From an optimization exercise on the open Yosys and OpenROAD flow, aimed at small area; shortcuts taken in it are not production practice. The RTL was checked by simulation tests, not by an equivalence proof against the original design. No activity file was given, so power comes from the tool's default toggle rates.

==> inputs of garnet <==
// spacekey
module spacekey(VGA_RED, VGA_BLUE, VGA_GREEN, hex0, pix_x, pix_y, pix_v, imgReturn, jump, restart, clk, rst);
make LEC_CHECK=0 ABC_AREA=1 CAP_MARGIN=20 CORE_MARGIN=2 CORE_UTILIZATION=40 PLACE_DENSITY=0.6 SLEW_MARGIN=20 finish   # period 12.0 ns
run.sh (not shown) runs the stock make flow with config.mk's settings and CLKGATE_MAP_FILE= SYNTH_SCRIPT=/design/flow/synth_recipe.tcl, a recipe that flattens the netlist after the stock synthesis.
==> ember: changes against garnet <==
Settings changed: CTS_BUF_LIST set to sky130_fd_sc_hd__clkbuf_4, CTS_CLUSTER_SIZE set to 20.
==> yarrow: changes against garnet <==
==> flow/flow/run.sh (new file) <==
#!/bin/bash
# Standard layout, except that the port buffers are the smallest buffer cell.
set -e
echo 'export BUFFER_PORTS_ARGS = -buffer_cell sky130_fd_sc_hd__buf_1' >> config.mk
bash standard.sh > standard.log 2>&1
==> flow/standard.sh (new file) <==
#!/bin/bash
# synth_recipe.tcl (not shown) runs the flow's synth.tcl, then flattens the netlist and writes it again
# the make line also repeats each setting of config.mk as NAME=value (left out here)
make -C /OpenROAD-flow-scripts/flow DESIGN_CONFIG=/design/flow/config.mk WORK_HOME=/design/flow/orfs CLKGATE_MAP_FILE= SYNTH_SCRIPT=/design/flow/synth_recipe.tcl "${@:-finish}"
Settings changed: BUFFER_PORTS_ARGS set to -buffer_cell sky130_fd_sc_hd__buf_1, CTS_BUF_LIST set to sky130_fd_sc_hd__clkbuf_4.
removed: flow/run.sh
==> flow_summary_export.csv <==
group,metric,value,unit
status,status,"timing/DRC/antenna clean",
power,p_clk_share,25.2,%
power,vdd_ir_drop_max,0.0000612,V
power,powerDensity,57.1,nW/um^2
power,net-switching-power,74.3,uW
detailed_routing,wire_per_inst,12.9,um
worst_setup_path,reg2reg_to,"px[9]$_DFF_P_",
detailed_routing,wl_met3,340,um
power,p_total,219,uW
placement,placed_area,3790,um^2
detailed_routing,drtIter0Drc,127,
# the run above: yarrow

==> flow_summary_export.csv <==
group,metric,value,unit
power,powerDensity,55.7,nW/um^2
detailed_routing,wl_met3,398,um
power,p_clk_share,24.2,%
cells_and_area,n_sequential_cell,32,
power,net-switching-power,75.2,uW
status,status,"timing/DRC/antenna clean",
placement,placed_area,4060,um^2
power,vdd_ir_drop_max,0.0000673,V
power,power_leader,"registers",
power,p_total,228,uW
detailed_routing,wire_per_inst,13.6,um
detailed_routing,drtIter0Drc,159,
# the run above: ember

==> flow_summary_export.csv <==
group,metric,value,unit
synthesis,ys_ff_latch,32,
power,powerDensity,63.2,nW/um^2
detailed_routing,wl_met3,530,um
detailed_routing,drtIter0Drc,183,
power,p_total,262,uW
power,net-switching-power,78.4,uW
status,status,"timing/DRC/antenna clean",
detailed_routing,wire_per_inst,13.6,um
placement,placed_area,4060,um^2
power,vdd_ir_drop_max,0.0000752,V
worst_setup_path,reg2reg_to,"px[7]$_DFF_P_",
power,p_clk_share,34.0,%
# the run above: garnet


========
==> umber <==
Another version of the RTL of spacekey (not shown whole).
Settings: LEC_CHECK=0, ABC_AREA=1, CAP_MARGIN=20, CORE_MARGIN=2, CORE_UTILIZATION=40, CTS_BUF_LIST=sky130_fd_sc_hd__clkbuf_4, PLACE_DENSITY=0.6, SLEW_MARGIN=20, BUFFER_PORTS_ARGS=-buffer_cell sky130_fd_sc_hd__buf_1; clock period 12.0 ns.
standard.sh (not shown) runs the stock make flow with config.mk's settings and CLKGATE_MAP_FILE= SYNTH_SCRIPT=/design/flow/synth_recipe.tcl, a recipe that flattens the netlist after the stock synthesis.
==> flow/flow/run.sh <==
#!/bin/bash
# Standard layout, except that
#  - after the standard synthesis, the logic between the registers is re-mapped
#    for area (flow/resynth.tcl); the registers are kept as they are;
#  - the port buffers are the smallest buffer cell.
set -euo pipefail
HERE=$(pwd)
R=$HERE/orfs/results/$FLOW_PLATFORM/spacekey/base
echo 'export BUFFER_PORTS_ARGS = -buffer_cell sky130_fd_sc_hd__buf_1' >> config.mk

bash standard.sh synth > synth.log 2>&1

cp $R/1_2_yosys.v $HERE/std_synth.v
YOSYS=$(command -v yosys || echo $FLOW_HOME/../tools/install/yosys/bin/yosys)
LIB=$FLOW_HOME/platforms/$FLOW_PLATFORM/lib/sky130_fd_sc_hd__tt_025C_1v80.lib \
IN_NET=$HERE/std_synth.v OUT_NET=$HERE/resynth.v TOP=$FLOW_TOP \
STAT_BEFORE=$HERE/resynth_before.txt STAT_AFTER=$HERE/resynth_after.txt \
DONT_USE="$(cat $HERE/flow/dont_use.txt)" ABC_SCRIPT=$HERE/flow/abc_area.scr \
  $YOSYS -c $HERE/flow/resynth.tcl > resynth.log 2>&1

cp $HERE/resynth.v $R/1_2_yosys.v
rm -f $R/1_synth.odb $R/1_synth.sdc
bash standard.sh finish > finish.log 2>&1
==> flow/flow/abc_area.scr <==
strash
dch -f
amap
strash
dch -f
amap -m
topo
==> flow/flow/dont_use.txt <==
sky130_fd_sc_hd__probe_p_8 sky130_fd_sc_hd__probec_p_8 sky130_fd_sc_hd__lpflow_bleeder_1 sky130_fd_sc_hd__lpflow_clkbufkapwr_1 sky130_fd_sc_hd__lpflow_clkbufkapwr_16 sky130_fd_sc_hd__lpflow_clkbufkapwr_2 sky130_fd_sc_hd__lpflow_clkbufkapwr_4 sky130_fd_sc_hd__lpflow_clkbufkapwr_8 sky130_fd_sc_hd__lpflow_clkinvkapwr_1 sky130_fd_sc_hd__lpflow_clkinvkapwr_16 sky130_fd_sc_hd__lpflow_clkinvkapwr_2 sky130_fd_sc_hd__lpflow_clkinvkapwr_4 sky130_fd_sc_hd__lpflow_clkinvkapwr_8 sky130_fd_sc_hd__lpflow_decapkapwr_12 sky130_fd_sc_hd__lpflow_decapkapwr_3 sky130_fd_sc_hd__lpflow_decapkapwr_4 sky130_fd_sc_hd__lpflow_decapkapwr_6 sky130_fd_sc_hd__lpflow_decapkapwr_8 sky130_fd_sc_hd__lpflow_inputiso0n_1 sky130_fd_sc_hd__lpflow_inputiso0p_1 sky130_fd_sc_hd__lpflow_inputiso1n_1 sky130_fd_sc_hd__lpflow_inputiso1p_1 sky130_fd_sc_hd__lpflow_inputisolatch_1 sky130_fd_sc_hd__lpflow_isobufsrc_1 sky130_fd_sc_hd__lpflow_isobufsrc_16 sky130_fd_sc_hd__lpflow_isobufsrc_2 sky130_fd_sc_hd__lpflow_isobufsrc_4 sky130_fd_sc_hd__lpflow_isobufsrc_8 sky130_fd_sc_hd__lpflow_isobufsrckapwr_16 sky130_fd_sc_hd__lpflow_lsbuf_lh_hl_isowell_tap_1 sky130_fd_sc_hd__lpflow_lsbuf_lh_hl_isowell_tap_2 sky130_fd_sc_hd__lpflow_lsbuf_lh_hl_isowell_tap_4 sky130_fd_sc_hd__lpflow_lsbuf_lh_isowell_4 sky130_fd_sc_hd__lpflow_lsbuf_lh_isowell_tap_1 sky130_fd_sc_hd__lpflow_lsbuf_lh_isowell_tap_2 sky130_fd_sc_hd__lpflow_lsbuf_lh_isowell_tap_4
==> flow/flow/resynth.tcl <==
# Re-map the combinational logic of the standard synthesis for area: every
# register stays the same cell under the same name; the logic between them is
# re-mapped by ABC's area mapper (amap).
set lib $::env(LIB)
yosys read_liberty -ignore_miss_func $lib
yosys read_verilog $::env(IN_NET)
yosys hierarchy -top $::env(TOP)
yosys setattr -mod -set keep_hierarchy 1 sky130_fd_sc_hd__dfxtp_1
yosys flatten
yosys opt_clean -purge
yosys tee -o $::env(STAT_BEFORE) stat -liberty $lib
set du {}
foreach c $::env(DONT_USE) { lappend du -dont_use $c }
yosys abc -script $::env(ABC_SCRIPT) -liberty $lib {*}$du
yosys opt_clean -purge
yosys hilomap -singleton -hicell sky130_fd_sc_hd__conb_1 HI -locell sky130_fd_sc_hd__conb_1 LO
yosys tee -o $::env(STAT_AFTER) stat -liberty $lib
yosys select $::env(TOP)
yosys write_verilog -selected -noattr -noexpr -nohex -nodec $::env(OUT_NET)
==> fjord (differences from umber) <==
==> flow/flow/run.sh (replaced) <==
#!/bin/bash
# Standard layout, except that the port buffers are the smallest buffer cell.
set -e
echo 'export BUFFER_PORTS_ARGS = -buffer_cell sky130_fd_sc_hd__buf_1' >> config.mk
bash standard.sh > standard.log 2>&1
removed: flow/flow/abc_area.scr
removed: flow/flow/dont_use.txt
removed: flow/flow/resynth.tcl
==> tundra (differences from umber) <==
==> flow/flow/abc_area.scr (replaced) <==
strash
dch -f
amap
topo
Settings changed: CTS_BUF_LIST sky130_fd_sc_hd__clkbuf_4 to sky130_fd_sc_hd__clkbuf_8, CTS_CLUSTER_DIAMETER set to 200, CTS_CLUSTER_SIZE set to 32.
==> harbor (differences from umber) <==
==> flow/run.sh (new file) <==
#!/bin/bash
# synth_recipe.tcl (not shown) runs the flow's synth.tcl, then flattens the netlist and writes it again
# the make line also repeats each setting of config.mk as NAME=value (left out here)
make -C /OpenROAD-flow-scripts/flow DESIGN_CONFIG=/design/flow/config.mk WORK_HOME=/design/flow/orfs CLKGATE_MAP_FILE= SYNTH_SCRIPT=/design/flow/synth_recipe.tcl finish
Settings changed: BUFFER_PORTS_ARGS -buffer_cell sky130_fd_sc_hd__buf_1 to not set.
removed: flow/flow/run.sh
removed: flow/flow/abc_area.scr
removed: flow/flow/dont_use.txt
removed: flow/flow/resynth.tcl
removed: flow/standard.sh
==> notes <==
Between fjord and harbor, the lower worst hold slack is in fjord (gap 0.011 ns). Between fjord and umber, the lower die area is in umber (gap 20%, measured against umber). Cell area, highest first: harbor, fjord, tundra, umber. harbor ran to the end with no violations. tundra ran to the end with no violations. umber finished clean. fjord finished with timing, DRC and antenna clean. The highest sequential share of layout area belongs to umber, the lowest to harbor. Between umber and tundra, the lower synthesized cell count is in umber (gap 2.4%, measured against tundra).
==> figures <==
                                                          tundra       umber       fjord      harbor
Run status                               timing/DRC/antenna clean  timing/DRC/antenna clean  timing/DRC/antenna clean  timing/DRC/antenna clean
Biggest cell delay along the critical path                0.48 ns     0.49 ns     0.43 ns     0.56 ns
Worst-case register-to-register setup slack               5.62 ns     6.01 ns     6.92 ns     6.89 ns
Critical path depth                                            34          30          28          28
Logic depth of the worst register-to-register path             32          29          27          27
DIE WIDTH                                                 90.1 µm     89.7 µm     98.4 µm     98.4 µm
Cell Area, Synth                                         2970 µm²    2940 µm²    3570 µm²    3570 µm²
Final non-clock buffer share                                4.71%       4.79%       4.09%       10.2%
Layout clock area frac                                      2.88%       2.28%       1.30%       1.09%
Met3 Wirelength                                            575 µm      493 µm      566 µm      536 µm
Share of post-route cells with drive strength above 1       1.28%       1.12%       8.07%       7.76%
Clock network fraction of total power                       33.3%       31.0%       22.6%       20.2%

==> afterwards: timing with drivers on the ports <==
The flow's constraints put no driver on any port. The routed layouts listed below were extracted and timed again, unchanged, in two steps. Step 1 (the two cells are an assumption about what drives the block):
set clk [get_ports {clk}]
set_driving_cell -lib_cell sky130_fd_sc_hd__clkbuf_16 $clk
set_driving_cell -lib_cell sky130_fd_sc_hd__buf_2 [delete_from_list [all_inputs] $clk]
Step 2 also shifts input and output timing later by t, the mid clock arrival at the registers, as if the neighbouring blocks saw the same clock. a / b / c = no drivers / after step 1 / after step 2; a / b = the first two.
| run | t, ns | slack for setup (ns) | worst setup path at the end |
|---|---|---|---|
| garnet | 0.308 | 1.495 / 1.466 / 1.466 | input to output |
| ember | 0.343 | 1.496 / 1.467 / 1.467 | input to output |
| yarrow | 0.352 | 2.319 / 2.294 / 2.294 | input to output |
| umber | 0.356 | 2.062 / 2.038 / 2.038 | input to output |
| fjord | 0.358 | 2.347 / 2.316 / 2.316 | input to output |
| tundra | 0.307 | 1.777 / 1.747 / 1.747 | input to output |
| harbor | 0.346 | 1.621 / 1.578 / 1.578 | input to output |
After both steps every run listed still meets setup and hold. For harbor, which loses most, drivers alone change the setup slack by -0.043 ns; drivers and shift together by -0.043 ns.
